Context: an optimization exercise on an open-source flow, tuned for small area and a short achievable clock period. The choices shown serve that exercise and are no tape-out recipe.
RTL that was checked went through simulation tests only; none was proved equivalent to the original.
For runs 1 and 7, only the layout was checked, not whether the RTL still works.
Power and IR drop assume default switching activity.

### flow/run.sh
#!/bin/bash
# synth_recipe.tcl (not shown) runs the flow's synth.tcl, then flattens the netlist and writes it again
# the make line also repeats each setting of config.mk as NAME=value (left out here)
make -C /OpenROAD-flow-scripts/flow DESIGN_CONFIG=/design/flow/config.mk WORK_HOME=/design/flow/orfs CLKGATE_MAP_FILE= SYNTH_SCRIPT=/design/flow/synth_recipe.tcl finish
### flow/config.mk
export PLATFORM = sky130hd
export DESIGN_NAME = datapath
export DESIGN_NICKNAME = datapath
export VERILOG_FILES = /design/flow/design.v
export SDC_FILE = /design/flow/constraint.sdc
export NUM_CORES = 4
export LEC_CHECK = 0
export CAP_MARGIN = 20
export CORE_MARGIN = 2
export CORE_UTILIZATION = 40
export SLEW_MARGIN = 20
export SYNTH_HIERARCHICAL = 1
### flow/constraint.sdc
create_clock -name core_clock -period 17.0 [get_ports {clk}]
set_input_delay 3.4000 -clock core_clock [delete_from_list [all_inputs] [get_ports {clk}]]
set_output_delay 3.4000 -clock core_clock [all_outputs]
set_load 0.01 [all_outputs]
### flow/design.v
`timescale 1ns / 1ps
module FunctionalUnit(FS, A, B, zero_flag, out);
	input [2:0] FS;
	input [15:0] A, B;
	output zero_flag;
	output [15:0] out;
	wire inv = ~FS[2] & ~FS[1] & FS[0];
	wire [15:0] bx = B ^ {16{inv}};
	wire [15:0] g = A & bx;
	wire [15:0] p = A ^ bx;
	wire [15:0] c;
	prefix_carry PC(.g(g), .p(p), .cin(inv), .c(c));
	wire [15:0] sum = p ^ c;
	wire [15:0] o = g | p;
	reg [15:0] F;
	always @(*)
		case (FS)
			3'b000, 3'b001: F = sum;
			3'b010: F = g;
			3'b011: F = o;
			3'b100: F = p;
			3'b101: F = ~A;
			3'b110: F = {A[14:0], 1'b0};
			default: F = {A[15], A[15:1]};
		endcase
	reg z;
	always @(*)
		case (FS)
			3'b001: z = (&p) & (|B);
			3'b010, 3'b110: z = ~|g;
			3'b100: z = ~|p;
			3'b101: z = &A;
			default: z = ~|o;
		endcase
	assign out = F;
	assign zero_flag = z;
endmodule
module prefix_carry(input [15:0] g, input [15:0] p, input cin, output [15:0] c);
	wire [15:0] G0, P0, G1, P1, G2, P2, G3, P3;
	genvar i;
	generate
		for (i = 0; i < 16; i = i + 1) begin: lv
			if (i == 0) begin: b0
				assign G0[i] = g[0] | (p[0] & cin);
				assign P0[i] = 1'b0;
			end else begin: bn
				assign G0[i] = g[i];
				assign P0[i] = p[i];
			end
			if (i[0]) begin: l1
				assign G1[i] = G0[i] | (P0[i] & G0[i-1]);
				assign P1[i] = P0[i] & P0[i-1];
			end else begin: l1n
				assign G1[i] = G0[i];
				assign P1[i] = P0[i];
			end
			if (i[1]) begin: l2
				assign G2[i] = G1[i] | (P1[i] & G1[(i & ~1) - 1]);
				assign P2[i] = P1[i] & P1[(i & ~1) - 1];
			end else begin: l2n
				assign G2[i] = G1[i];
				assign P2[i] = P1[i];
			end
			if (i[2]) begin: l3
				assign G3[i] = G2[i] | (P2[i] & G2[(i & ~3) - 1]);
				assign P3[i] = P2[i] & P2[(i & ~3) - 1];
			end else begin: l3n
				assign G3[i] = G2[i];
				assign P3[i] = P2[i];
			end
		end
		assign c[0] = cin;
		for (i = 1; i < 16; i = i + 1) begin: co
			if (i - 1 >= 8)
				assign c[i] = G3[i-1] | (P3[i-1] & G3[7]);
			else
				assign c[i] = G3[i-1];
		end
	endgenerate
endmodule
`timescale 1ns / 1ps
module hold_mux(input we, input hold, input d, input q, output y);
	assign y = (we & d) | (hold & q);
endmodule
module aoi222(input a0, input a1, input b0, input b1, input c0, input c1, output y);
	assign y = ~((a0 & a1) | (b0 & b1) | (c0 & c1));
endmodule
module nand2g(input a, input b, output y);
	assign y = ~(a & b);
endmodule
module nand3g(input a, input b, input c, output y);
	assign y = ~(a & b & c);
endmodule
module or2g(input a, input b, output y);
	assign y = a | b;
endmodule
module rd_mux16(input [15:0] d, input [15:0] s, output y);
	wire [5:0] t;
	wire n0, n1;
	aoi222 g0(d[0], s[0], d[1], s[1], d[2], s[2], t[0]);
	aoi222 g1(d[3], s[3], d[4], s[4], d[5], s[5], t[1]);
	aoi222 g2(d[6], s[6], d[7], s[7], d[8], s[8], t[2]);
	aoi222 g3(d[9], s[9], d[10], s[10], d[11], s[11], t[3]);
	aoi222 g4(d[12], s[12], d[13], s[13], d[14], s[14], t[4]);
	nand2g g5(d[15], s[15], t[5]);
	nand3g c0(t[0], t[1], t[2], n0);
	nand3g c1(t[3], t[4], t[5], n1);
	or2g c2(n0, n1, y);
endmodule
`timescale 1ns / 1ps
module datapath(
	input clk,
	input clr,
	input RW,
	input [3:0] DA,
	input [3:0] AA,
	input [3:0] BA,
	input MB,
	input [2:0] FS,
	input MD,
	input [15:0] const_in,
	input [15:0] data_in,
	output [15:0] addr_out,
	output [15:0] data_out,
	output [15:0] f_out,
	output zero_flag
	);
	wire [15:0] F;
	wire [15:0] Dw = clr ? 16'd0 : (MD ? data_in : F);
	wire [15:0] dec = 16'd1 << DA;
	wire [15:0] selA = 16'd1 << AA;
	wire [15:0] selB = 16'd1 << BA;
	wire [15:0] A, Br;
	wire [15:0] rd [0:15];
	genvar i, j;
	generate
		for (i = 0; i < 16; i = i + 1) begin: regs
			reg [15:0] q;
			wire [15:0] nq;
			wire we = clr | (RW & dec[i]);
			wire hold = ~we;
			for (j = 0; j < 16; j = j + 1) begin: bits
				hold_mux m(.we(we), .hold(hold), .d(Dw[j]), .q(q[j]), .y(nq[j]));
				assign rd[j][i] = q[j];
			end
			always @(posedge clk)
				q <= nq;
		end
		for (j = 0; j < 16; j = j + 1) begin: rports
			rd_mux16 ma(.d(rd[j]), .s(selA), .y(A[j]));
			rd_mux16 mb(.d(rd[j]), .s(selB), .y(Br[j]));
		end
	endgenerate
	wire [15:0] B = MB ? const_in : Br;
	wire z;
	FunctionalUnit FU(.FS(FS), .A(A), .B(B), .zero_flag(z), .out(F));
	assign addr_out = A;
	assign data_out = B;
	assign f_out = F;
	assign zero_flag = z;
endmodule
==> flow_summary.toml, run 1 <==
[run_status]
outcome = "finished clean"

[floorplan]
start_util = 0.408
dieArea_um2 = 33800
die_h_um = 184
die_x_um = 184
num_rows = 65
io_pins = 101
core_um2 = 31700

[sta]
fin_setup_tns_ns = 0
tightest_slew_ns = 1.13
finalHoldViolations = 0
finalMaxSlewViolations = 0
fmax_mhz = 81.5
grt_setup_unrepaired = "false"
period_share = 0.722
setup_violations = 0
fin_skew_ns = 0.0410
fin_hold_ws_ns = 0.497
min_period_ns = 12.28
relSlewSlack = 0.243

[layout]
mostFrequentLayoutCells = "a22o_1, dfxtp_1, a222oi_1"
top_register = "regs.q"
n_fill_cell = 2974
largest_register_ffs = 256
area_growth_pct = 20.8
diodes = 0
seqCellArea_um2 = 5120
reg_top3 = "regs.q (256)"
multi_input_area_um2 = 7550
final_net_count = 1503
drive_above_1_share = 0.120

[global_route]
grt_pass1_wl_um = 78300
grt-ovfl-total = 0
grt_max_degree = 53
grt_pass1_vias = 12200
grt_usage = 0.305
antenna_found_initial = 1

[clocking]
clock_latency_ns = 0.55
post_cts_resized = 0
ctsRootBufferMaster = "clkbuf_16"
holdBufCountCts = 0
cts_tree = "built"
clk_pin_slew_ns = 0.06
numCtsBuffers = 26
htree_levels = 1
cts.path.max_buffers = 3
postCtsSetupBuffers = 0
cts_sinks = 256

[worst_setup_path]
crit_path_top_delay_cell = "o311ai_0"
critPathKind = "input pin to output port"
crit_family = "compound AO/OA/AOI/OAI gates"
r2r_start = "regs[6].q[2]$_DFF_P_"
rrSetupSlack_ns = 12.00
reg2reg_to = "regs[14].q[7]$_DFF_P_"
path_max_fanout = 16
endpoint_kind = "output port"
cp-start-kind = "input pin"
worstPathRequired_ns = 13.60
slowest_delay_ns = 0.68
worst-path-buf-inv = 4
cp_data_arrival_time_ns = 8.88
r2r_cells = 18
path_cells = "clkdlybuf4s50_1, nand2b_1, nor2_1, buf_4, a222oi_1, nand3_1, or2_1, mux2_2, xor2_1, inv_1, ha_1, a21oi_1, o21ai_0, nor2_1, a21oi_1, a21o_1, xnor2_1, o311ai_0, clkdlybuf4s50_1"

[power_and_ir_drop]
sw_frac_of_total = 0.324
vdd_drop_max_mv = 0.0669
clkPwrFrac = 0.325
pwr-share-comb = 0.267
p_int_mw = 1.25
p_leak_nw = 6.30
seqPwrFrac = 0.409
powerDensity_nw_per_um2 = 118
switchingPower_uw = 598

[synthesis]
syn_inst = 1272
ys_ff_latch = 256
synth_top_flop_cell = "dfxtp_1"
yosys.area.top_type = "dfxtp_1"
syn_area_per_cell_um2 = 10.2
synth.distinct_cells = 59
synthesis.area_um2 = 12900
yosysWarnings = 8
yosysTopAreaCellShare = 0.396
synthTopCellsByArea = "dfxtp_1, a22o_1, a222oi_1, ha_1, nand3_1"
synth-edff-count = 0
synth.net_count = 1356
synth.yosys.seq_area_share = 0.396
synthArstFlopShare = 0

[min_path]
hold_path_end = "regs[15].q[0]$_DFF_P_"
min_path_type = "flip-flop to flip-flop"
min_path_cells = 1
min_from = "regs[15].q[0]$_DFF_P_"

[flow_run]
max_cap_violations = 0

[routing]
ant_nets = 0
drt-total-wl_um = 53600
dr.pass1.iters = 12
wl_per_cell_um = 29.2
drc_errors = 0
num_vias = 13200
drtIter0Drc = 2722
vias_per_cell = 7.17

[placement]
io_buffers = 100
globalplace.congestion = 0.939
dp_hpwl_um = 34900
## Yosys stat by module (local to each module, per instance), excerpt
module          area (um2)  flip-flops and latches  cells
FunctionalUnit        2040                       0    281
aoi222                10.0                       0      1
datapath              6150                     256    403
hold_mux              8.76                       0      1
nand2g                3.75                       0      1
nand3g                5.00                       0      1
or2g                  6.26                       0      1
prefix_carry           272                       0     44
## cell type report
type                       count  area share
multi-input combinational    935       0.483
sequential                   256       0.328
timing repair buffer         152      0.0884
clock buffer                  33      0.0471
tap                          402      0.0322
inverter                      48      0.0115
clock inverter                13      0.0100
## through the flow
stage / cell area, um2 / setup WS, ns / util / instances / power (mW)
floorplan: 12900 / 6.26 / - / 1272 / 1.04
global placement: 14700 / 4.87 / 0.464 / 1793 / 1.24
detailed placement: 14700 / 4.85 / 0.464 / 1793 / 1.24
CTS: 15600 / 4.83 / 0.493 / 1839 / 1.83
global route: 15600 / 4.37 / 0.493 / 1839 / 1.91
finish: 15600 / 4.72 / 0.493 / 1839 / 1.85
## power groups by stage
stage / combinational (mW) / clock [mW] / sequential [mW]
5_1_grt: 0.523 / 0.626 / 0.763
3_5_place_dp: 0.479 / 0 / 0.762
4_1_cts: 0.481 / 0.603 / 0.751
6_report: 0.492 / 0.599 / 0.755
3_3_place_gp: 0.474 / 0 / 0.762
2_1_floorplan: 0.297 / 0 / 0.743
## metal layers
| metal | up-vias | track usage | wire [um] |
|---|---|---|---|
| met5 | - | 0.0252 | 113 |
| met2 | 914 | 0.474 | 23500 |
| met3 | 157 | 0.0620 | 5720 |
| met1 | 6455 | 0.407 | 21800 |
| met4 | 2 | 0.139 | 2480 |
| li1 | 5654 | - | - |
## cells in the mapped netlist, drive strengths merged (20+ instances only)
master and n:
buf 28, a22o 256, or2 32, xor2 23, ha 32, mux2i 28, dfxtp 256, a222oi 160
nand3 69, nor2 56, inv 48, a21o 22, a21oi 29, o21ai 20, nand2 56
## cells by family (layout without fill, tap and decap cells)
logic type                 after synthesis  in the layout  share of synthesized area
DFF                                    256            256                      0.396
adders and majority gates               32             32                     0.0309
AOI/OAI and AO/OA                      528            528                      0.354
buffers and inverters                   81            246                     0.0316
muxes                                   54             54                     0.0512
and+or+nand+nor                        292            292                      0.116
xor gates and xnor gates                29             29                     0.0196
## how the worst max path moves through the flow
stage	start	endpoint	slack, ns	cells past startpoint
6_report	BA[0]	f_out[10]	4.72	19
5_1_grt	BA[2]	f_out[10]	4.37	19
4_1_cts	BA[2]	f_out[10]	4.83	19
3_5_place_dp	BA[0]	f_out[10]	4.85	19
3_3_place_gp	BA[0]	f_out[10]	4.87	19
2_1_floorplan	BA[2]	f_out[6]	6.26	15
==> inputs of run 2 (changes only) <==
--- a/flow/design.v
+++ b/flow/design.v
@@ -5,35 +5,33 @@
 	output zero_flag;
 	output [15:0] out;
 	wire inv = ~FS[2] & ~FS[1] & FS[0];
-	wire [15:0] bx = B ^ {16{inv}};
-	wire [15:0] g = A & bx;
-	wire [15:0] p = A ^ bx;
-	wire [15:0] c;
+	reg ksum, kl, kr, kL, kg, kp, kna;
+	always @(*) begin
+		{ksum, kl, kr, kL, kg, kp, kna} = 7'b0;
+		case (FS)
+			3'b000: {ksum, kg, kp} = 3'b111;
+			3'b001: ksum = 1'b1;
+			3'b010: {kL, kg} = 2'b11;
+			3'b011: {kL, kg, kp} = 3'b111;
+			3'b100: {kL, kp} = 2'b11;
+			3'b101: {kL, kna} = 2'b11;
+			3'b110: {kl, kg} = 2'b11;
+			default: {kr, kg, kp} = 3'b111;
+		endcase
+	end
+	wire [15:0] g, p, L, c;
+	wire [17:0] Ae = {A[15], A, 1'b0};
+	genvar i;
+	generate
+		for (i = 0; i < 16; i = i + 1) begin: sl
+			alu_gp gp(.a(A[i]), .b(B[i]), .inv(inv), .g(g[i]), .p(p[i]));
+			alu_out fo(.ksum(ksum), .kL(kL), .kl(kl), .kr(kr), .kg(kg), .kp(kp), .kna(kna),
+				.a(A[i]), .g(g[i]), .p(p[i]), .c(c[i]),
+				.al(Ae[i]), .ar(Ae[i+2]), .L(L[i]), .f(out[i]));
+		end
+	endgenerate
 	prefix_carry PC(.g(g), .p(p), .cin(inv), .c(c));
-	wire [15:0] sum = p ^ c;
-	wire [15:0] o = g | p;
-	reg [15:0] F;
-	always @(*)
-		case (FS)
-			3'b000, 3'b001: F = sum;
-			3'b010: F = g;
-			3'b011: F = o;
-			3'b100: F = p;
-			3'b101: F = ~A;
-			3'b110: F = {A[14:0], 1'b0};
-			default: F = {A[15], A[15:1]};
-		endcase
-	reg z;
-	always @(*)
-		case (FS)
-			3'b001: z = (&p) & (|B);
-			3'b010, 3'b110: z = ~|g;
-			3'b100: z = ~|p;
-			3'b101: z = &A;
-			default: z = ~|o;
-		endcase
-	assign out = F;
-	assign zero_flag = z;
+	assign zero_flag = inv ? ((&p) & (|B)) : ~|L;
 endmodule
 module prefix_carry(input [15:0] g, input [15:0] p, input cin, output [15:0] c);
 	wire [15:0] G0, P0, G1, P1, G2, P2, G3, P3;
@@ -77,6 +75,16 @@
 				assign c[i] = G3[i-1];
 		end
 	endgenerate
+endmodule
+module alu_gp(input a, input b, input inv, output g, output p);
+	wire bx = b ^ inv;
+	assign g = a & bx;
+	assign p = a ^ bx;
+endmodule
+module alu_out(input ksum, input kL, input kl, input kr, input kg, input kp, input kna,
+	input a, input g, input p, input c, input al, input ar, output L, output f);
+	assign L = (g & kg) | (p & kp) | (~a & kna);
+	assign f = ((p ^ c) & ksum) | (L & kL) | (al & kl) | (ar & kr);
 endmodule
 `timescale 1ns / 1ps
 module hold_mux(input we, input hold, input d, input q, output y);
@@ -126,7 +134,7 @@
 	output zero_flag
 	);
 	wire [15:0] F;
-	wire [15:0] Dw = clr ? 16'd0 : (MD ? data_in : F);
+	wire [15:0] Dw = MD ? data_in : F;
 	wire [15:0] dec = 16'd1 << DA;
 	wire [15:0] selA = 16'd1 << AA;
 	wire [15:0] selB = 16'd1 << BA;
@@ -137,8 +145,8 @@
 		for (i = 0; i < 16; i = i + 1) begin: regs
 			reg [15:0] q;
 			wire [15:0] nq;
-			wire we = clr | (RW & dec[i]);
-			wire hold = ~we;
+			wire we = ~clr & RW & dec[i];
+			wire hold = ~clr & ~(RW & dec[i]);
 			for (j = 0; j < 16; j = j + 1) begin: bits
 				hold_mux m(.we(we), .hold(hold), .d(Dw[j]), .q(q[j]), .y(nq[j]));
 				assign rd[j][i] = q[j];
==> flow/flow/run.sh (new file) <==
#!/bin/bash
# Standard layout, with plain buffers (not delay cells) on the ports.
set -euo pipefail
export BUFFER_PORTS_ARGS="-buffer_cell sky130_fd_sc_hd__buf_2"
bash standard.sh > standard_flow.log 2>&1
==> flow/standard.sh (new file) <==
#!/bin/bash
# synth_recipe.tcl (not shown) runs the flow's synth.tcl, then flattens the netlist and writes it again
# the make line also repeats each setting of config.mk as NAME=value (left out here)
make -C /OpenROAD-flow-scripts/flow DESIGN_CONFIG=/design/flow/config.mk WORK_HOME=/design/flow/orfs CLKGATE_MAP_FILE= SYNTH_SCRIPT=/design/flow/synth_recipe.tcl "${@:-finish}"
removed: flow/run.sh
==> flow_summary.toml, run 2 <==
[clocking]
cts_tree = "built"
htree_levels = 1
clk_pin_slew_ns = 0.06
clock_latency_ns = 0.55
post_cts_resized = 0
cts.path.max_buffers = 3
numCtsBuffers = 27
cts_sinks = 256
postCtsSetupBuffers = 0
holdBufCountCts = 0
ctsRootBufferMaster = "clkbuf_16"

[synthesis]
syn_area_per_cell_um2 = 10.7
synth.yosys.seq_area_share = 0.427
yosysWarnings = 8
synthTopCellsByArea = "dfxtp_1, a22o_1, a222oi_1, mux2_2, nand3_1"
post-synth-top-count-cell = "a22o_1"
synth_commonest_cells = "a22o_1, dfxtp_1, a222oi_1"
synth.net_count = 1184
yosysTopAreaCellShare = 0.427
ys_ff_latch = 256
synthesis.area_um2 = 12000
synthArstFlopShare = 0
syn_inst = 1116
synth_top_flop_cell = "dfxtp_1"
synth-edff-count = 0
synth.distinct_cells = 46
yosys.area.top_type = "dfxtp_1"

[floorplan]
io_pins = 101
num_rows = 63
die_x_um = 177
die_h_um = 177
start_util = 0.406
dieArea_um2 = 31400
core_um2 = 29600

[sta]
min_period_ns = 10.95
fin_hold_ws_ns = 0.499
fin_setup_tns_ns = 0
finalHoldViolations = 0
period_share = 0.644
relSlewSlack = 0.259
finalMaxSlewViolations = 0
fmax_mhz = 91.3
tightest_slew_ns = 1.11
fin_skew_ns = 0.0268
worst_slack_ns = 6.05
setup_violations = 0
grt_setup_unrepaired = "false"

[worst_setup_path]
rrSetupSlack_ns = 12.46
critPathKind = "input pin to output port"
worst-path-buf-inv = 3
slowest_delay_ns = 0.50
path_max_fanout = 9
path_cells = "buf_2, nand2b_1, nor2_1, buf_6, a222oi_1, nand3_1, or2_1, mux2_2, xor2_1, ha_1, a21o_1, a21oi_1, o211a_1, o221ai_1, xor2_1, a221o_1, buf_2"
crit_path_top_delay_cell = "a222oi_1"
endpoint_kind = "output port"
cp-start-kind = "input pin"
crit_family = "compound AO/OA/AOI/OAI gates"
worstPathRequired_ns = 13.60
cp_data_arrival_time_ns = 7.55

[global_route]
grt_pass1_wl_um = 72200
grt_pass1_vias = 11200
grt_max_degree = 21
grt_usage = 0.303
grt-ovfl-total = 0
antenna_found_initial = 2

[routing]
drt-total-wl_um = 49900
vias_per_cell = 7.21
num_vias = 12300
dr.pass1.iters = 14
drc_errors = 0
ant_nets = 0
wl_per_cell_um = 29.3
drtIter0Drc = 2462

[flow_run]
max_cap_violations = 0

[layout]
final_net_count = 1361
final_common_cell = "a22o_1"
largest_register_ffs = 256
n_fill_cell = 2787
stdcell_area_um2 = 14400
area_growth_pct = 20.2
reg_top3 = "regs.q (256)"
diodes = 0
top_register = "regs.q"
mostFrequentLayoutCells = "a22o_1, dfxtp_1, a222oi_1"
drive_above_1_share = 0.204

[placement]
io_buffers = 100
pre_cts_ws_ns = 6.12
place_area_um2 = 13500
dp_hpwl_um = 32700
globalplace.congestion = 0.944

[run_status]
outcome = "finished clean"

[min_path]
min_path_type = "flip-flop to flip-flop"

[power_and_ir_drop]
p_leak_nw = 5.93
vdd_drop_max_mv = 0.0863
powerDensity_nw_per_um2 = 96.7
==> run 2: stage by stage <==
step                std cells  power (mW)  utilization
global route             1701        1.43        0.488
floorplan                1116       0.715            -
detailed placement       1653       0.787        0.456
finish                   1701        1.39        0.488
CTS                      1700        1.39        0.487
global placement         1652       0.786        0.455
==> run 2: final timing paths <==
path	endpoint	depth (start not counted)	startpoint
max	f_out[15]	17	BA[3]
max reg2reg	regs[11].q[15]$_DFF_P_	15	regs[3].q[2]$_DFF_P_
min	regs[15].q[6]$_DFF_P_	1	regs[15].q[6]$_DFF_P_
min reg2reg	regs[15].q[6]$_DFF_P_	1	regs[15].q[6]$_DFF_P_
==> run 2: cell type report <==
type                            count  area [um2]  area share
Clock buffer                       35         766      0.0531
Clock inverter                     12         156      0.0108
Inverter                            4        15.0     0.00104
Multi-Input combinational cell    844        6910       0.479
Sequential cell                   256        5120       0.355
Tap cell                          390         488      0.0338
Timing Repair Buffer              160         955      0.0662
==> run 2: cells by family (layout without fill, tap and decap cells) <==
group | Yosys count | count (layout) | share of synthesized area
multiplexers | 32 | 32 | 0.0300
AND/OR/NAND/NOR | 253 | 253 | 0.111
AO/OA/AOI/OAI | 508 | 508 | 0.383
flip-flops | 256 | 256 | 0.427
adder cells (fa/ha/maj) | 16 | 16 | 0.0167
other | 1 | 1 | 0.000313
buffers and inverters | 16 | 211 | 0.00709
XOR/XNOR | 34 | 34 | 0.0248
==> run 2: Yosys stat by module, one instance, submodules excluded, excerpt <==
module / area (um2) / cells / times used
nand2g: 3.75 / 1 / 32
or2g: 6.26 / 1 / 32
hold_mux: 8.76 / 1 / 256
datapath: 6010 / 388 / 1
nand3g: 5.00 / 1 / 64
alu_gp: 21.3 / 2 / 16
FunctionalUnit: 189 / 28 / 1
==> run 2: power by group <==
part | leakage (nW) | switching (mW) | internal [mW] | total [mW]
clock network | 0.464 | 0.251 | 0.364 | 0.615
registers | 2.06 | 0.00582 | 0.607 | 0.613
logic | 3.40 | 0.117 | 0.0503 | 0.167
total | 5.93 | 0.374 | 1.02 | 1.39
==> run 2: metal layers <==
layer	vias to the layer above	track usage	part of all wire
met5	-	0	0.00026
met4	2	0.126	0.046
met3	158	0.0625	0.11
met2	928	0.472	0.44
met1	5923	0.409	0.41
li1	5261	-	-
==> inputs of run 3 (changes only) <==
==> flow/flow/run.sh (replaced) <==
#!/bin/bash
# Standard layout, with plain buffers (not delay cells) on the ports and a
# clock tree of small buffers without dummy loads.
set -euo pipefail
export BUFFER_PORTS_ARGS="-buffer_cell sky130_fd_sc_hd__buf_2"
export CTS_ARGS="-sink_clustering_enable -repair_clock_nets -dont_use_dummy_load -buf_list {sky130_fd_sc_hd__clkbuf_4 sky130_fd_sc_hd__clkbuf_8}"
bash standard.sh > standard_flow.log 2>&1
--- a/flow/config.mk
+++ b/flow/config.mk
@@ -7,6 +7,6 @@
 export LEC_CHECK = 0
 export CAP_MARGIN = 20
 export CORE_MARGIN = 2
-export CORE_UTILIZATION = 40
+export CORE_UTILIZATION = 60
 export SLEW_MARGIN = 20
 export SYNTH_HIERARCHICAL = 1
==> flow_summary.toml, run 3 <==
[sta]
period_share = 0.643
min_period_ns = 10.93
grt_setup_unrepaired = "false"
worst_slack_ns = 6.07
fin_hold_ws_ns = 0.496
tightest_slew_ns = 1.17
finalHoldViolations = 0
relSlewSlack = 0.222
fin_skew_ns = 0.0912
fin_setup_tns_ns = 0
setup_violations = 0
fmax_mhz = 91.5
finalMaxSlewViolations = 0

[floorplan]
die_x_um = 145
start_util = 0.614
dieArea_um2 = 21100
num_rows = 51
io_pins = 101
die_h_um = 145
core_um2 = 19500

[worst_setup_path]
worst-path-buf-inv = 3
endpoint_kind = "output port"
worstPathRequired_ns = 13.60
path_max_fanout = 16
critPathKind = "input pin to output port"
crit_path_top_delay_cell = "a222oi_1"
path_cells = "buf_2, nand2b_1, nor3_2, buf_4, a222oi_1, nand3_1, or2_1, mux2_2, xor2_1, ha_1, nand2_1, o21ai_0, o2111ai_2, a32oi_1, xor2_1, a221o_1, buf_2"
cp-start-kind = "input pin"
slowest_delay_ns = 0.60
crit_family = "compound AO/OA/AOI/OAI gates"
cp_data_arrival_time_ns = 7.53

[power_and_ir_drop]
p_leak_nw = 5.75
vdd_drop_max_mv = 0.0666
powerDensity_nw_per_um2 = 87.8

[synthesis]
synth_top_flop_cell = "dfxtp_1"
synth_commonest_cells = "a22o_1, dfxtp_1, a222oi_1"
syn_inst = 1116
synthArstFlopShare = 0
synth-edff-count = 0
synthTopCellsByArea = "dfxtp_1, a22o_1, a222oi_1, mux2_2, nand3_1"
synth.yosys.seq_area_share = 0.427
ys_ff_latch = 256
synth.distinct_cells = 46
yosysTopAreaCellShare = 0.427
yosys.area.top_type = "dfxtp_1"
post-synth-top-count-cell = "a22o_1"
syn_area_per_cell_um2 = 10.7
yosysWarnings = 8
synth.net_count = 1184
synthesis.area_um2 = 12000

[layout]
top_register = "regs.q"
largest_register_ffs = 256
n_fill_cell = 1533
seqCellArea_um2 = 5120
reg_top3 = "regs.q (256)"
final_net_count = 1374
diodes = 0
mostFrequentLayoutCells = "a22o_1, dfxtp_1, a222oi_1"
area_growth_pct = 15.9
drive_above_1_share = 0.202
final_common_cell = "a22o_1"
multi_input_area_um2 = 6910
post-route-util = 0.712

[global_route]
grt_usage = 0.426
antenna_found_initial = 1
grt-ovfl-total = 0
grt_pass1_vias = 11700
grt_pass1_wl_um = 70600
grt_max_degree = 21

[placement]
pre_cts_ws_ns = 6.22
dp_hpwl_um = 31200
globalplace.congestion = 0.983
io_buffers = 100

[routing]
wl_per_cell_um = 30.2
vias_per_cell = 7.99
num_vias = 12500
drtIter0Drc = 2927
drc_errors = 0
dr.pass1.iters = 22
ant_nets = 0
drt-total-wl_um = 47400

[min_path]
min_path_type = "flip-flop to flip-flop"

[flow_run]
max_cap_violations = 0

[clocking]
numCtsBuffers = 42
holdBufCountCts = 0
postCtsSetupBuffers = 0
post_cts_resized = 0
cts_tree = "built"
ctsRootBufferMaster = "clkbuf_8"
htree_levels = 2
clock_latency_ns = 0.57
clk_pin_slew_ns = 0.06
cts.path.max_buffers = 3
cts_sinks = 256

[run_status]
outcome = "finished clean"
[run 3: cell counts after synthesis]
Identical to the previous run, type by type.
[run 3: worst paths after layout]
kind,to,cells after the start,from,slack [ns]
worst max-delay path,f_out[13],17,BA[1],6.07
worst min-delay path,regs[15].q[11]$_DFF_P_,1,regs[15].q[11]$_DFF_P_,0.50
worst max register to register,regs[13].q[14]$_DFF_P_,14,regs[6].q[6]$_DFF_P_,12.44
worst min register to register,regs[15].q[11]$_DFF_P_,1,regs[15].q[11]$_DFF_P_,0.50
[run 3: layout make-up]
type | instances | share of cell area
Multi-Input combinational cell | 844 | 0.497
Clock buffer | 42 | 0.0416
Timing Repair Buffer | 158 | 0.0674
Inverter | 4 | 0.00108
Sequential cell | 256 | 0.369
Tap cell | 265 | 0.0239
[run 3: power by group]
part           switching (mW)  internal, mW  total [mW]
sequential            0.00597         0.607       0.613
combinational           0.115        0.0494       0.164
clock                   0.224         0.218       0.442
[run 3: cells by family (layout without fill, tap and decap cells)]
group | after synthesis | in the layout | synth area share
flip-flops | 256 | 256 | 0.427
multiplexers | 32 | 32 | 0.0300
other | 1 | 1 | 0.000313
AO/OA/AOI/OAI | 508 | 508 | 0.383
XOR/XNOR | 34 | 34 | 0.0248
buffers and inverters | 16 | 204 | 0.00709
AND/OR/NAND/NOR | 253 | 253 | 0.111
adder cells (fa/ha/maj) | 16 | 16 | 0.0167
[run 3: Yosys stat by module, one instance, submodules excluded, excerpt]
module / flip-flops and latches / cell area, um2
alu_gp: 0 / 21.3
or2g: 0 / 6.26
datapath: 256 / 6010
aoi222: 0 / 10.0
alu_out: 0 / 43.8
hold_mux: 0 / 8.76
FunctionalUnit: 0 / 189
nand3g: 0 / 5.00
prefix_carry: 0 / 272
[run 3: metrics by stage]
stage	instance area (um2)	total power, mW	std cells
6_report	13900	1.22	1569
5_1_grt	13900	1.25	1569
4_1_cts	13900	1.21	1569
3_5_place_dp	13300	0.783	1527
3_3_place_gp	13300	0.781	1527
2_1_floorplan	12000	0.715	1116
[run 3: per-layer routing]
metal / track usage / wire, um / vias up
li1: - / - / 5269
met1: 0.574 / 17600 / 5918
met2: 0.603 / 19500 / 1129
met3: 0.131 / 7050 / 220
met4: 0.249 / 3290 / 2
met5: 0.00455 / 13 / -
==> inputs of run 4 (changes only) <==
--- a/flow/flow/run.sh
+++ b/flow/flow/run.sh
@@ -4,4 +4,5 @@
 set -euo pipefail
 export BUFFER_PORTS_ARGS="-buffer_cell sky130_fd_sc_hd__buf_2"
 export CTS_ARGS="-sink_clustering_enable -repair_clock_nets -dont_use_dummy_load -buf_list {sky130_fd_sc_hd__clkbuf_4 sky130_fd_sc_hd__clkbuf_8}"
+export SETUP_SLACK_MARGIN=7.5
 bash standard.sh > standard_flow.log 2>&1
==> flow_summary.toml, run 4 <==
[run_status]
outcome = "finished clean"

[clocking]
cts.path.max_buffers = 3
numCtsBuffers = 42
cts_tree = "built"
cts_sinks = 256
clk_pin_slew_ns = 0.05
holdBufCountCts = 0
htree_levels = 2
clock_latency_ns = 0.57
ctsRootBufferMaster = "clkbuf_8"

[worst_setup_path]
endpoint_kind = "output port"
worstPathRequired_ns = 13.60
critPathKind = "input pin to output port"
path_cells = "buf_12, nand2b_4, nor3_4, buf_6, a222oi_1, nand3_2, or2_1, mux2_4, xor2_1, ha_2, nand4_1, a21oi_2, o2111ai_4, a32oi_1, xor2_1, a221o_1, buf_2"
crit_path_top_delay_cell = "a222oi_1"
cpMostUsedCell = "xor2_1"
rrSetupSlack_ns = 12.41
cp_data_arrival_time_ns = 7.26
cp-start-kind = "input pin"
path_max_fanout = 6
slowest_delay_ns = 0.52

[layout]
mostFrequentLayoutCells = "a22o_1, dfxtp_1, a222oi_1"
n_fill_cell = 1393
top_register = "regs.q"
stdcell_area_um2 = 14800
drive_above_1_share = 0.265
area_growth_pct = 23.3
post-route-util = 0.757
largest_register_ffs = 256
reg_top3 = "regs.q (256)"
final_net_count = 1427
final_common_cell = "a22o_1"

[synthesis]
yosysTopAreaCellShare = 0.427
syn_area_per_cell_um2 = 10.7
synth.net_count = 1184
synthArstFlopShare = 0
yosys.area.top_type = "dfxtp_1"
synth-edff-count = 0
synth_commonest_cells = "a22o_1, dfxtp_1, a222oi_1"
ys_ff_latch = 256
synth.yosys.seq_area_share = 0.427
synth_top_flop_cell = "dfxtp_1"
synthTopCellsByArea = "dfxtp_1, a22o_1, a222oi_1, mux2_2, nand3_1"
yosysWarnings = 8
synthesis.area_um2 = 12000
post-synth-top-count-cell = "a22o_1"
syn_inst = 1116
synth.distinct_cells = 46

[placement]
io_buffers = 100
dp_hpwl_um = 30200
globalplace.congestion = 0.954
place_area_um2 = 13400

[routing]
dr.pass1.iters = 11
drt-total-wl_um = 49800
wl_per_cell_um = 30.6
drc_errors = 0
drtIter0Drc = 2879
ant_nets = 0
vias_per_cell = 8.08
num_vias = 13100

[global_route]
grt_pass1_vias = 12300
grt-ovfl-total = 0
antenna_found_initial = 6
grt_max_degree = 21
grt_pass1_wl_um = 73800
grt_usage = 0.445

[power_and_ir_drop]
p_leak_nw = 6.12
vdd_drop_max_mv = 0.0684
sw_frac_of_total = 0.284
powerDensity_nw_per_um2 = 84.2
clkPwrFrac = 0.354
p_int_uw = 891
seqPwrFrac = 0.493
switchingPower_uw = 354
p_total_mw = 1.24
pwr-share-comb = 0.153

[sta]
fmax_mhz = 93.8
finalMaxSlewViolations = 0
relSlewSlack = 0.209
grt_setup_unrepaired = "true"
setup_violations = 0
tightest_slew_ns = 1.19
finalHoldViolations = 0
period_share = 0.627
fin_setup_tns_ns = 0
fin_skew_ns = 0.0822
min_period_ns = 10.66

[flow_run]
max_cap_violations = 0

[floorplan]
die_x_um = 145
dieArea_um2 = 21100
core_um2 = 19500
num_rows = 51
die_h_um = 145
start_util = 0.614
io_pins = 101

[min_path]
min_path_type = "flip-flop to flip-flop"
-- run 4: repair_timing --
action / in CTS / in global routing
buffers inserted: 47 / 12
gates cloned: 3 / 0
endpoints found under the setup margin: 17 / 17
pin swaps: 56 / 58
resized for setup: 49 / 20
-- run 4: per-module statistics from Yosys (local to each module, per instance), excerpt --
module          flops+latches  cells
alu_out                     0      5
alu_gp                      0      2
prefix_carry                0     44
nand2g                      0      1
nand3g                      0      1
aoi222                      0      1
datapath                  256    388
hold_mux                    0      1
or2g                        0      1
FunctionalUnit              0     28
-- run 4: cells by family after synthesis --
kind of cell,count (synthesis),share of synthesized area
DFF,256,0.427
AOI/OAI and AO/OA,508,0.383
xor gates and xnor gates,34,0.0248
adders and majority gates,16,0.0167
buffers and inverters,16,0.00709
muxes,32,0.0300
other,1,0.000313
and+or+nand+nor,253,0.111
-- run 4: stage by stage --
stage,std cells,setup slack [ns],hold WS [ns]
final,1624,6.34,0.494
after global routing,1624,6.29,0.508
after CTS,1610,6.60,0.496
after detailed placement,1518,6.22,0.479
after global placement,1518,6.29,0.475
after floorplan,1116,7.18,0.461
-- run 4: worst paths after layout --
check                                             from  cells past startpoint                     end
worst max-delay path                             BA[3]                     17               f_out[13]
worst min-delay path            regs[15].q[14]$_DFF_P_                      1  regs[15].q[14]$_DFF_P_
worst max register to register    regs[0].q[1]$_DFF_P_                     16   regs[15].q[6]$_DFF_P_
worst min register to register  regs[15].q[14]$_DFF_P_                      1  regs[15].q[14]$_DFF_P_
-- run 4: per-layer routing --
metal | part of all wire | track usage | wire (um)
met1 | 0.36 | 0.552 | 17800
met2 | 0.44 | 0.682 | 22000
met3 | 0.14 | 0.152 | 6970
met4 | 0.060 | 0.250 | 3000
met5 | 0.00016 | 0 | 8
-- run 4: area by class of cell --
cell class / instances / area [um2] / share of cell area
sequential: 256 / 5120 / 0.347
clock buffer: 42 / 578 / 0.0391
tap: 265 / 332 / 0.0224
multi-input combinational: 846 / 7240 / 0.490
inverter: 4 / 15.0 / 0.00102
antenna: 2 / 5.00 / 0.000338
timing repair buffer: 209 / 1490 / 0.101
-- run 4: worst max-delay path, delay by kind of cell --
kind / cells / cell delay [ns]
AOI/OAI and AO/OA: 5 / 1.52
and+or+nand+nor: 5 / 1.06
buffers and inverters: 3 / 0.38
adders and majority gates: 1 / 0.36
muxes: 1 / 0.30
xor gates and xnor gates: 2 / 0.24
-- run 4: power by group through the flow --
stage | registers, mW | logic [mW] | clock network (mW)
after floorplan | 0.624 | 0.0932 | 0
after global placement | 0.625 | 0.157 | 0
after detailed placement | 0.626 | 0.158 | 0
after CTS | 0.613 | 0.174 | 0.436
after global routing | 0.614 | 0.196 | 0.463
final | 0.613 | 0.190 | 0.441
==> inputs of run 5 (changes only) <==
==> flow/flow/run.sh (replaced) <==
#!/bin/bash
# Standard layout, with plain buffers (not delay cells) on the ports and a
# smaller clock tree without dummy loads.
set -euo pipefail
export BUFFER_PORTS_ARGS="-buffer_cell sky130_fd_sc_hd__buf_2"
export CTS_ARGS="-sink_clustering_enable -repair_clock_nets -dont_use_dummy_load -buf_list {sky130_fd_sc_hd__clkbuf_8} -sink_clustering_size 18 -sink_clustering_max_diameter 80"
bash standard.sh > standard_flow.log 2>&1
--- a/flow/config.mk
+++ b/flow/config.mk
@@ -7,6 +7,6 @@
 export LEC_CHECK = 0
 export CAP_MARGIN = 20
 export CORE_MARGIN = 2
-export CORE_UTILIZATION = 60
+export CORE_UTILIZATION = 55
 export SLEW_MARGIN = 20
 export SYNTH_HIERARCHICAL = 1
==> flow_summary.toml, run 5 <==
[run_status]
outcome = "finished clean"

[min_path]
min_path_cells = 1
min_path_type = "flip-flop to flip-flop"

[clocking]
clock_latency_ns = 0.56
clk_pin_slew_ns = 0.10
holdBufCountCts = 0
htree_levels = 1
cts_sinks = 256
numCtsBuffers = 18
cts.path.max_buffers = 3
ctsRootBufferMaster = "clkbuf_8"
cts_tree = "built"
postCtsSetupBuffers = 0
post_cts_resized = 0

[synthesis]
synthArstFlopShare = 0
yosysWarnings = 8
synth-xor-area-share = 0.0248
muxShareOfSynthArea = 0.0300
synth-edff-count = 0
synthesis.area_um2 = 12000
synth.distinct_cells = 46
synth_top_family_by_area = "compound AO/OA/AOI/OAI gates"
synth-simple-area-share = 0.111
synth.yosys.seq_area_share = 0.427
syn_area_per_cell_um2 = 10.7
synth.net_count = 1184
synthTopCellsByArea = "dfxtp_1, a22o_1, a222oi_1, mux2_2, nand3_1"
post-synth-top-count-cell = "a22o_1"
yosys.area.top_type = "dfxtp_1"
ys_ff_latch = 256
yosysTopAreaCellShare = 0.427
synth_commonest_cells = "a22o_1, dfxtp_1, a222oi_1"
synth_compound_area_frac = 0.383
synth_fa_ha_area_frac = 0.0167
synth_top_flop_cell = "dfxtp_1"
syn_inst = 1116

[worst_setup_path]
cp-start-kind = "input pin"
cp_data_arrival_time_ns = 7.74
path_max_fanout = 16
endpoint_kind = "output port"
worstPathRequired_ns = 13.60
r2r_cells = 14
critPathKind = "input pin to output port"

[layout]
fin_cells = 1556
final_common_cell = "a22o_1"
reg_top3 = "regs.q (256)"
final_net_count = 1343
area_growth_pct = 13.1
largest_register_ffs = 256
drive_above_1_share = 0.185
stdcell_area_um2 = 13600
mostFrequentLayoutCells = "a22o_1, dfxtp_1, a222oi_1"
top_register = "regs.q"

[global_route]
grt_pass1_wl_um = 69800
grt_usage = 0.404
antenna_found_initial = 3
grt_max_degree = 21
grt_pass1_vias = 10900
grt-ovfl-total = 0

[sta]
setup_violations = 0
period_share = 0.655
finalMaxSlewViolations = 0
grt_setup_unrepaired = "false"
tightest_slew_ns = 1.21
fmax_mhz = 89.8
fin_hold_ws_ns = 0.513
finalHoldViolations = 0
min_period_ns = 11.14
fin_setup_tns_ns = 0
relSlewSlack = 0.193
fin_skew_ns = 0.0395

[power_and_ir_drop]
vdd_drop_max_mv = 0.0635
sw_frac_of_total = 0.298
powerDensity_nw_per_um2 = 78.9
clkPwrFrac = 0.273
switchingPower_uw = 319
p_int_uw = 751
seqPwrFrac = 0.572
pwr-share-comb = 0.154
p_leak_nw = 5.56

[floorplan]
core_um2 = 21600
die_x_um = 152
num_rows = 54
start_util = 0.555
dieArea_um2 = 23000
io_pins = 101
die_h_um = 152

[placement]
io_buffers = 100
dp_hpwl_um = 32200
globalplace.congestion = 0.992
dpl.cell_count = 1535
place_area_um2 = 13300

[routing]
drc_errors = 0
drt-total-wl_um = 48700
drtIter0Drc = 2394
vias_per_cell = 7.86
num_vias = 12200
ant_nets = 0
wl_per_cell_um = 31.3
dr.pass1.iters = 14

[flow_run]
max_cap_violations = 0
[run 5: cell type report]
type                    instances  area (um2)
diodes                          3        7.51
clock buffers                  18         248
fillers                      1863        8060
inverters                       4        15.0
multi-input cells             844        6930
flip-flops and latches        256        5120
well taps                     280         350
repair buffers                151         883
[run 5: power by group through the flow]
stage	clock [mW]	combinational [mW]	sequential (mW)
2_1_floorplan	0	0.0906	0.624
3_3_place_gp	0	0.157	0.626
3_5_place_dp	0	0.158	0.626
4_1_cts	0.290	0.158	0.612
5_1_grt	0.311	0.172	0.613
6_report	0.292	0.165	0.613
[run 5: Yosys stat by module, one instance, submodules excluded, a selection]
module,cell area [um2],cells
datapath,6010,388
or2g,6.26,1
hold_mux,8.76,1
nand2g,3.75,1
prefix_carry,272,44
alu_gp,21.3,2
alu_out,43.8,5
FunctionalUnit,189,28
nand3g,5.00,1
aoi222,10.0,1
[run 5: metal layers]
metal | GRT usage | vias to the layer above | wire [um]
li1 | - | 5212 | -
met4 | 0.200 | 2 | 2810
met2 | 0.604 | 960 | 20800
met3 | 0.106 | 183 | 6170
met5 | 0 | - | 9
met1 | 0.540 | 5873 | 18800
[run 5: critical path, cell delays in order]
cell	delay, ns
buf_2	0.19
nand2b_1	0.26
nor3_1	0.07
buf_4	0.20
a222oi_1	0.57
nand3_1	0.36
or2_1	0.30
mux2_2	0.30
xor2_1	0.17
ha_1	0.44
nand2_1	0.07
o21ai_0	0.32
o2111ai_2	0.25
a32oi_1	0.28
xor2_1	0.10
a221o_1	0.32
buf_2	0.14
[run 5: through the flow]
stage                util  setup WS [ns]  total power, mW
CTS                 0.626           6.05             1.06
finish              0.627           5.86             1.07
floorplan               -           6.50            0.715
global route        0.627           5.66             1.10
global placement    0.613           5.97            0.782
detailed placement  0.614           6.07            0.784
[run 5: cell families (layout without fill, tap and decap cells)]
family / after synthesis / after routing
buf+inv: 16 / 173
compound gates: 508 / 508
simple gates: 253 / 253
flops: 256 / 256
other cells: 1 / 4
mux: 32 / 32
xor+xnor: 34 / 34
fa+ha+maj: 16 / 16
[run 5: final timing paths]
| check | endpoint | start | slack (ns) |
|---|---|---|---|
| min | regs[15].q[15]$_DFF_P_ | regs[15].q[15]$_DFF_P_ | 0.51 |
| min reg2reg | regs[15].q[15]$_DFF_P_ | regs[15].q[15]$_DFF_P_ | 0.51 |
| max | f_out[13] | BA[3] | 5.86 |
| max reg2reg | regs[4].q[12]$_DFF_P_ | regs[0].q[6]$_DFF_P_ | 12.28 |
==> inputs of run 6 (changes only) <==
==> flow/flow/run.sh (replaced) <==
#!/bin/bash
# Standard layout, with plain buffers (not delay cells) on the ports and a
# smaller clock tree without dummy loads.
set -euo pipefail
export BUFFER_PORTS_ARGS="-buffer_cell sky130_fd_sc_hd__buf_2"
export CTS_ARGS="-sink_clustering_enable -repair_clock_nets -dont_use_dummy_load -buf_list {sky130_fd_sc_hd__clkbuf_8} -sink_clustering_size 14 -sink_clustering_max_diameter 80"
bash standard.sh > standard_flow.log 2>&1
==> flow_summary.toml, run 6 <==
[sta]
min_period_ns = 11.21
relSlewSlack = 0.200
finalHoldViolations = 0
fin_hold_ws_ns = 0.508
setup_violations = 0
grt_setup_unrepaired = "false"
finalMaxSlewViolations = 0
period_share = 0.659
fin_setup_tns_ns = 0
fin_skew_ns = 0.0421
worst_slack_ns = 5.79
fmax_mhz = 89.2
tightest_slew_ns = 1.20

[power_and_ir_drop]
p_leak_nw = 5.59
powerDensity_nw_per_um2 = 80.2
seqPwrFrac = 0.560
sw_frac_of_total = 0.294
switchingPower_uw = 322
p_int_uw = 771
pwr-share-comb = 0.151
clkPwrFrac = 0.288
vdd_drop_max_mv = 0.0573

[worst_setup_path]
endpoint_kind = "output port"
reg2reg_to = "regs[10].q[13]$_DFF_P_"
rrSetupSlack_ns = 12.22
worstPathRequired_ns = 13.60
r2r_start = "regs[0].q[6]$_DFF_P_"
path_cells = "buf_2, nand2b_1, nor3_1, buf_4, a222oi_1, nand3_1, or2_1, mux2_2, xor2_1, ha_1, nand2_1, o21ai_0, o2111ai_2, a32oi_1, xor2_1, a221o_1, buf_2"
path_max_fanout = 16
crit_path_top_delay_cell = "a222oi_1"
cp_data_arrival_time_ns = 7.81
r2r_cells = 14
slowest_delay_ns = 0.63
critPathKind = "input pin to output port"
cp-start-kind = "input pin"

[routing]
drc_errors = 0
dr.pass1.iters = 15
num_vias = 12300
wl_per_cell_um = 31.1
drt-total-wl_um = 48500
ant_nets = 0
vias_per_cell = 7.88
drtIter0Drc = 2339

[layout]
final_common_cell = "a22o_1"
n_fill_cell = 1856
final_net_count = 1347
area_growth_pct = 13.5
post-route-util = 0.630
largest_register_ffs = 256
reg_top3 = "regs.q (256)"
mostFrequentLayoutCells = "a22o_1, dfxtp_1, a222oi_1"
drive_above_1_share = 0.187
top_register = "regs.q"
stdcell_area_um2 = 13600

[synthesis]
synthesis.area_um2 = 12000
yosys.area.top_type = "dfxtp_1"
synth.net_count = 1184
syn_area_per_cell_um2 = 10.7
synth_top_flop_cell = "dfxtp_1"
synthArstFlopShare = 0
synth_commonest_cells = "a22o_1, dfxtp_1, a222oi_1"
synthTopCellsByArea = "dfxtp_1, a22o_1, a222oi_1, mux2_2, nand3_1"
yosysTopAreaCellShare = 0.427
syn_inst = 1116
synth.yosys.seq_area_share = 0.427
synth.distinct_cells = 46
post-synth-top-count-cell = "a22o_1"
yosysWarnings = 8
ys_ff_latch = 256
synth-edff-count = 0

[placement]
place_area_um2 = 13300
io_buffers = 100
globalplace.congestion = 0.992
pre_cts_ws_ns = 6.07
dp_hpwl_um = 32200

[clocking]
clk_pin_slew_ns = 0.09
ctsRootBufferMaster = "clkbuf_8"
post_cts_resized = 0
cts_sinks = 256
cts_tree = "built"
clock_latency_ns = 0.56
cts.path.max_buffers = 3
numCtsBuffers = 22
postCtsSetupBuffers = 0
holdBufCountCts = 0
htree_levels = 1

[global_route]
antenna_found_initial = 2
grt_pass1_wl_um = 69600
grt_usage = 0.403
grt-ovfl-total = 0
grt_max_degree = 21
grt_pass1_vias = 11000

[min_path]
min_path_type = "flip-flop to flip-flop"
hold_path_end = "regs[12].q[5]$_DFF_P_"
min_from = "regs[12].q[5]$_DFF_P_"
min_path_cells = 1

[floorplan]
io_pins = 101
die_h_um = 152
start_util = 0.555
core_um2 = 21600
die_x_um = 152
dieArea_um2 = 23000
num_rows = 54

[run_status]
outcome = "finished clean"

[flow_run]
max_cap_violations = 0
[run 6: cell counts after synthesis]
No cell type changed its count.
[run 6: cells by family after synthesis]
group	after synthesis	share of synthesized area
XOR/XNOR	34	0.0248
AND/OR/NAND/NOR	253	0.111
multiplexers	32	0.0300
buffers and inverters	16	0.00709
flip-flops	256	0.427
other	1	0.000313
AO/OA/AOI/OAI	508	0.383
adder cells (fa/ha/maj)	16	0.0167
[run 6: worst max-delay path, delay by kind of cell]
| family | cells | cell delay (ns) |
|---|---|---|
| fa+ha+maj | 1 | 0.43 |
| mux | 1 | 0.30 |
| xor+xnor | 2 | 0.27 |
| simple gates | 5 | 1.06 |
| compound gates | 5 | 1.80 |
| buf+inv | 3 | 0.54 |
[run 6: power by group through the flow]
stage	logic [mW]	clock network, mW	registers [mW]
finish	0.165	0.315	0.612
global route	0.172	0.334	0.613
CTS	0.158	0.313	0.612
detailed placement	0.158	0	0.626
global placement	0.157	0	0.626
floorplan	0.0906	0	0.624
[run 6: worst max-delay path by stage]
stage,startpoint,endpoint,slack [ns],depth (start not counted)
2_1_floorplan,BA[2],f_out[7],6.50,14
3_3_place_gp,BA[0],f_out[13],5.97,17
3_5_place_dp,BA[3],f_out[13],6.07,18
4_1_cts,BA[3],f_out[13],6.05,17
5_1_grt,BA[3],f_out[13],5.64,17
6_report,BA[3],f_out[13],5.79,17
[run 6: per-layer routing]
layer / track usage / wire [um] / share of wire / up-vias
li1: - / - / - / 5209
met1: 0.539 / 18600 / 0.38 / 5933
met2: 0.607 / 20800 / 0.43 / 959
met3: 0.0994 / 6220 / 0.13 / 183
met4: 0.200 / 2830 / 0.058 / 2
met5: 0 / 8 / 0.00016 / -
[run 6: cell type report]
cell class,instances,area [um2],area share
diodes,2,5.00,0.000368
clock buffers,22,303,0.0222
inverters,4,15.0,0.00110
multi-input cells,844,6930,0.509
flip-flops and latches,256,5120,0.376
well taps,280,350,0.0257
repair buffers,151,883,0.0649
[run 6: through the flow]
step / power (mW) / std cells
6_report: 1.09 / 1559
5_1_grt: 1.12 / 1557
4_1_cts: 1.08 / 1557
3_5_place_dp: 0.784 / 1535
3_3_place_gp: 0.782 / 1535
2_1_floorplan: 0.715 / 1116
[run 6: per-module statistics from Yosys (local to each module, per instance), a selection]
module          area [um2]  times used  flip-flops and latches  cells
aoi222                10.0         160                       0      1
datapath              6010           1                     256    388
nand3g                5.00          64                       0      1
alu_gp                21.3          16                       0      2
hold_mux              8.76         256                       0      1
nand2g                3.75          32                       0      1
FunctionalUnit         189           1                       0     28
prefix_carry           272           1                       0     44
or2g                  6.26          32                       0      1
alu_out               43.8          16                       0      5
==> inputs of run 7 (changes only) <==
--- a/flow/design.v
+++ b/flow/design.v
@@ -1,7 +1,8 @@
 `timescale 1ns / 1ps
-module FunctionalUnit(FS, A, B, zero_flag, out);
+module FunctionalUnit(FS, A, An, B, nbx, zero_flag, out);
 	input [2:0] FS;
-	input [15:0] A, B;
+	input [15:0] A, An, B;	 
+	input [15:0] nbx;	 
 	output zero_flag;
 	output [15:0] out;
 	wire inv = ~FS[2] & ~FS[1] & FS[0];
@@ -24,7 +25,8 @@
 	genvar i;
 	generate
 		for (i = 0; i < 16; i = i + 1) begin: sl
-			alu_gp gp(.a(A[i]), .b(B[i]), .inv(inv), .g(g[i]), .p(p[i]));
+			nor2g gg(.a(An[i]), .b(nbx[i]), .y(g[i]));
+			gen_p gp(.a(A[i]), .nb(nbx[i]), .p(p[i]));
 			alu_out fo(.ksum(ksum), .kL(kL), .kl(kl), .kr(kr), .kg(kg), .kp(kp), .kna(kna),
 				.a(A[i]), .g(g[i]), .p(p[i]), .c(c[i]),
 				.al(Ae[i]), .ar(Ae[i+2]), .L(L[i]), .f(out[i]));
@@ -76,10 +78,8 @@
 		end
 	endgenerate
 endmodule
-module alu_gp(input a, input b, input inv, output g, output p);
-	wire bx = b ^ inv;
-	assign g = a & bx;
-	assign p = a ^ bx;
+module gen_p(input a, input nb, output p);
+	assign p = ~(a ^ nb);
 endmodule
 module alu_out(input ksum, input kL, input kl, input kr, input kg, input kp, input kna,
 	input a, input g, input p, input c, input al, input ar, output L, output f);
@@ -99,10 +99,16 @@
 module nand3g(input a, input b, input c, output y);
 	assign y = ~(a & b & c);
 endmodule
+module nand4g(input a, input b, input c, input d, output y);
+	assign y = ~(a & b & c & d);
+endmodule
 module or2g(input a, input b, output y);
 	assign y = a | b;
 endmodule
-module rd_mux16(input [15:0] d, input [15:0] s, output y);
+module nor2g(input a, input b, output y);
+	assign y = ~(a | b);
+endmodule
+module rd_mux16(input [15:0] d, input [15:0] s, output y, output yn);
 	wire [5:0] t;
 	wire n0, n1;
 	aoi222 g0(d[0], s[0], d[1], s[1], d[2], s[2], t[0]);
@@ -113,6 +119,21 @@
 	nand2g g5(d[15], s[15], t[5]);
 	nand3g c0(t[0], t[1], t[2], n0);
 	nand3g c1(t[3], t[4], t[5], n1);
+	or2g c2(n0, n1, y);
+	nor2g c3(n0, n1, yn);
+endmodule
+module rd_mux17(input [16:0] d, input [16:0] s, output y);
+	wire [6:0] t;
+	wire n0, n1;
+	aoi222 g0(d[0], s[0], d[1], s[1], d[2], s[2], t[0]);
+	aoi222 g1(d[3], s[3], d[4], s[4], d[5], s[5], t[1]);
+	aoi222 g2(d[6], s[6], d[7], s[7], d[8], s[8], t[2]);
+	aoi222 g3(d[9], s[9], d[10], s[10], d[11], s[11], t[3]);
+	aoi222 g4(d[12], s[12], d[13], s[13], d[14], s[14], t[4]);
+	nand2g g5(d[15], s[15], t[5]);
+	nand2g g6(d[16], s[16], t[6]);
+	nand3g c0(t[0], t[1], t[2], n0);
+	nand4g c1(t[3], t[4], t[5], t[6], n1);
 	or2g c2(n0, n1, y);
 endmodule
 `timescale 1ns / 1ps
@@ -138,7 +159,8 @@
 	wire [15:0] dec = 16'd1 << DA;
 	wire [15:0] selA = 16'd1 << AA;
 	wire [15:0] selB = 16'd1 << BA;
-	wire [15:0] A, Br;
+	wire [15:0] A, An, B;
+	wire [16:0] selBc = {MB, selB & {16{~MB}}};
 	wire [15:0] rd [0:15];
 	genvar i, j;
 	generate
@@ -155,13 +177,19 @@
 				q <= nq;
 		end
 		for (j = 0; j < 16; j = j + 1) begin: rports
-			rd_mux16 ma(.d(rd[j]), .s(selA), .y(A[j]));
-			rd_mux16 mb(.d(rd[j]), .s(selB), .y(Br[j]));
+			rd_mux16 ma(.d(rd[j]), .s(selA), .y(A[j]), .yn(An[j]));
+			rd_mux17 mb(.d({const_in[j], rd[j]}), .s(selBc), .y(B[j]));
 		end
 	endgenerate
-	wire [15:0] B = MB ? const_in : Br;
+	wire inv = ~FS[2] & ~FS[1] & FS[0];
+	wire [15:0] nbx;
+	generate
+		for (j = 0; j < 16; j = j + 1) begin: opb
+			gen_p g(.a(B[j]), .nb(inv), .p(nbx[j]));
+		end
+	endgenerate
 	wire z;
-	FunctionalUnit FU(.FS(FS), .A(A), .B(B), .zero_flag(z), .out(F));
+	FunctionalUnit FU(.FS(FS), .A(A), .An(An), .B(B), .nbx(nbx), .zero_flag(z), .out(F));
 	assign addr_out = A;
 	assign data_out = B;
 	assign f_out = F;
==> flow_summary.toml, run 7 <==
[run_status]
outcome = "finished clean"

[sta]
setup_violations = 0
fin_skew_ns = 0.106
finalMaxSlewViolations = 0
min_period_ns = 11.10
fmax_mhz = 90.1
fin_setup_tns_ns = 0
grt_setup_unrepaired = "false"
tightest_slew_ns = 0.761
worst_slack_ns = 5.90
finalHoldViolations = 0
relSlewSlack = 0.492
fin_hold_ws_ns = 0.509
period_share = 0.653

[clocking]
clk_pin_slew_ns = 0.09
cts_sinks = 256
ctsRootBufferMaster = "clkbuf_8"
holdBufCountCts = 0
cts.path.max_buffers = 3
postCtsSetupBuffers = 0
post_cts_resized = 0
numCtsBuffers = 22
clock_latency_ns = 0.59
cts_tree = "built"
htree_levels = 1

[power_and_ir_drop]
vdd_drop_max_mv = 0.0678
p_leak_nw = 5.37
p_total_mw = 1.09
powerDensity_nw_per_um2 = 80.0

[synthesis]
syn_inst = 1148
post-synth-top-count-cell = "a22o_1"
yosys.area.top_type = "dfxtp_1"
synth_commonest_cells = "a22o_1, dfxtp_1, a222oi_1"
yosysTopAreaCellShare = 0.428
synth.distinct_cells = 47
synth.net_count = 1200
yosysWarnings = 8
synthArstFlopShare = 0
synth-edff-count = 0
synthTopCellsByArea = "dfxtp_1, a22o_1, a222oi_1, a221o_1, xnor2_1"
synthesis.area_um2 = 12000
ys_ff_latch = 256
synth.yosys.seq_area_share = 0.428
syn_area_per_cell_um2 = 10.4
synth_top_flop_cell = "dfxtp_1"

[routing]
dr.pass1.iters = 14
drc_errors = 0
vias_per_cell = 7.91
num_vias = 12700
drt-total-wl_um = 49400
drtIter0Drc = 2796
wl_per_cell_um = 30.8
ant_nets = 0

[worst_setup_path]
path_cells = "buf_2, or3b_2, nor2_1, buf_4, a222oi_1, nand4_1, or2_1, xnor2_1, xnor2_1, a21oi_1, o21ai_0, o2111ai_2, a32oi_1, xor2_1, a221o_1, buf_2"
slowest_delay_ns = 0.55
cp-start-kind = "input pin"
r2r_cells = 13
endpoint_kind = "output port"
cp_data_arrival_time_ns = 7.70
rrSetupSlack_ns = 12.54
cp_num_cells = 16
critPathKind = "input pin to output port"
path_max_fanout = 20
worst-path-buf-inv = 3
crit_path_top_delay_cell = "a222oi_1"
crit_family = "compound AO/OA/AOI/OAI gates"
worstPathRequired_ns = 13.60

[placement]
dp_hpwl_um = 31900
globalplace.congestion = 1.01
dpl.cell_count = 1581
place_area_um2 = 13300
io_buffers = 100
pre_cts_ws_ns = 6.08

[layout]
post-route-util = 0.645
fin_cells = 1605
mostFrequentLayoutCells = "a22o_1, dfxtp_1, a222oi_1"
drive_above_1_share = 0.173
final_net_count = 1382
area_growth_pct = 14.0
final_common_cell = "a22o_1"
reg_top3 = "regs.q (256)"
largest_register_ffs = 256
stdcell_area_um2 = 13600
top_register = "regs.q"

[global_route]
grt_pass1_wl_um = 70800
antenna_found_initial = 3
grt_pass1_vias = 11400
grt-ovfl-total = 0
grt_max_degree = 21
grt_usage = 0.413

[floorplan]
start_util = 0.565
num_rows = 53
die_h_um = 151
core_um2 = 21200
die_x_um = 151
dieArea_um2 = 22900
io_pins = 101

[min_path]
min_path_type = "flip-flop to flip-flop"
min_path_cells = 1

[flow_run]
max_cap_violations = 0
## run 7: changes by cell type in the layout (fill, tap and decap cells not counted), sizes merged, moves of 2 or more
cell and delta:
nand4 +16, nor2 +35, nand2 +15, xor2 -16, ha -16, mux2 -16, xnor2 +32, nor3 -2
buf +17, nand2b -2, nand3 -16, or3b +2
## run 7: power breakdown
| group | leakage [nW] | internal [mW] | total, mW | switching (mW) |
|---|---|---|---|---|
| sequential | 2.06 | 0.606 | 0.612 | 0.00614 |
| combinational | 3.14 | 0.0495 | 0.166 | 0.117 |
| clock | 0.158 | 0.116 | 0.312 | 0.196 |
| total | 5.37 | 0.771 | 1.09 | 0.319 |
## run 7: logic make-up (layout without fill, tap and decap cells)
family	count (synthesis)	after routing	share of synthesized area
multiplexers	16	16	0.0151
flip-flops	256	256	0.428
AND/OR/NAND/NOR	303	303	0.130
buffers and inverters	14	194	0.00628
XOR/XNOR	50	50	0.0366
other	1	3	0.000314
AO/OA/AOI/OAI	508	508	0.384
## run 7: metal layers
layer / wire, um / GRT usage / vias to the layer above
li1: - / - / 5328
met1: 17800 / 0.528 / 5975
met2: 21000 / 0.626 / 1141
met3: 7040 / 0.116 / 252
met4: 3550 / 0.235 / 0
met5: 0 / 0 / -
## run 7: layout make-up
cell class | instances | area, um2
Antenna cell | 2 | 5.00
Clock buffer | 22 | 303
Fill cell | 1818 | 7510
Inverter | 4 | 15.0
Multi-Input combinational cell | 878 | 6840
Sequential cell | 256 | 5120
Tap cell | 275 | 344
Timing Repair Buffer | 168 | 1010
## run 7: worst register-to-register path: stages, from the launching register on
cell and delay [ns]:
dfxtp_1 0.34, a222oi_1 0.37, nand3_1 0.22, or2_1 0.36, xnor2_1 0.19, xnor2_1 0.53
nand2_1 0.10, o21ai_0 0.42, o2111ai_2 0.29, a32oi_1 0.32, xor2_1 0.10, a221o_1 0.34
mux2_2 0.45, a22o_1 0.27
## run 7: Yosys stat by module, one instance, submodules excluded, a selection
module	flops+latches	times used
FunctionalUnit	0	1
alu_out	0	16
aoi222	0	160
datapath	256	1
gen_p	0	32
hold_mux	0	256
nand2g	0	48
nand3g	0	48
nand4g	0	16
nor2g	0	32
or2g	0	32
prefix_carry	0	1
## run 7: final timing paths
path,from,to
setup reg to reg,regs[6].q[6]$_DFF_P_,regs[12].q[13]$_DFF_P_
hold / removal,regs[11].q[11]$_DFF_P_,regs[11].q[11]$_DFF_P_
setup / recovery,MB,f_out[13]
hold reg to reg,regs[11].q[11]$_DFF_P_,regs[11].q[11]$_DFF_P_

## separate check: timing with driven ports
How much do the figures lean on ideal ports? The routed layouts below were timed once more, with nothing changed but the port constraints.
Step 1: set_driving_cell puts a clkbuf_16 on clk and a buf_2 on each other input, an assumption about the parent block.
Step 2 also shifts input and output timing later by t, the mid clock arrival at the registers, as if the neighbouring blocks saw the same clock.
Three values: no drivers, after step 1, after step 2; two values: the first two.
run	t, ns	setup WS [ns]	worst hold slack (ns)	worst register clock-pin slew, ns
run 1	0.583	4.723 / 4.697 / 4.697	0.497 / 0.497 / 0.497	0.07 / 0.07
run 2	0.587	6.050 / 6.004 / 6.004	0.499 / 0.499 / 0.499	0.06 / 0.06
run 3	0.568	6.066 / 6.045 / 6.045	0.496 / 0.496 / 0.496	0.07 / 0.07
run 4	0.569	6.342 / 6.266 / 6.266	0.494 / 0.494 / 0.494	0.07 / 0.07
run 5	0.593	5.864 / 5.841 / 5.841	0.513 / 0.513 / 0.513	0.12 / 0.12
run 6	0.590	5.790 / 5.767 / 5.767	0.508 / 0.508 / 0.508	0.10 / 0.10
run 7	0.583	5.898 / 5.875 / 5.875	0.509 / 0.509 / 0.509	0.10 / 0.10
After both steps setup and hold are still met in every run listed. The setup slack of run 4, which loses most, moves by -0.076 ns with the drivers and by -0.076 ns with both steps.
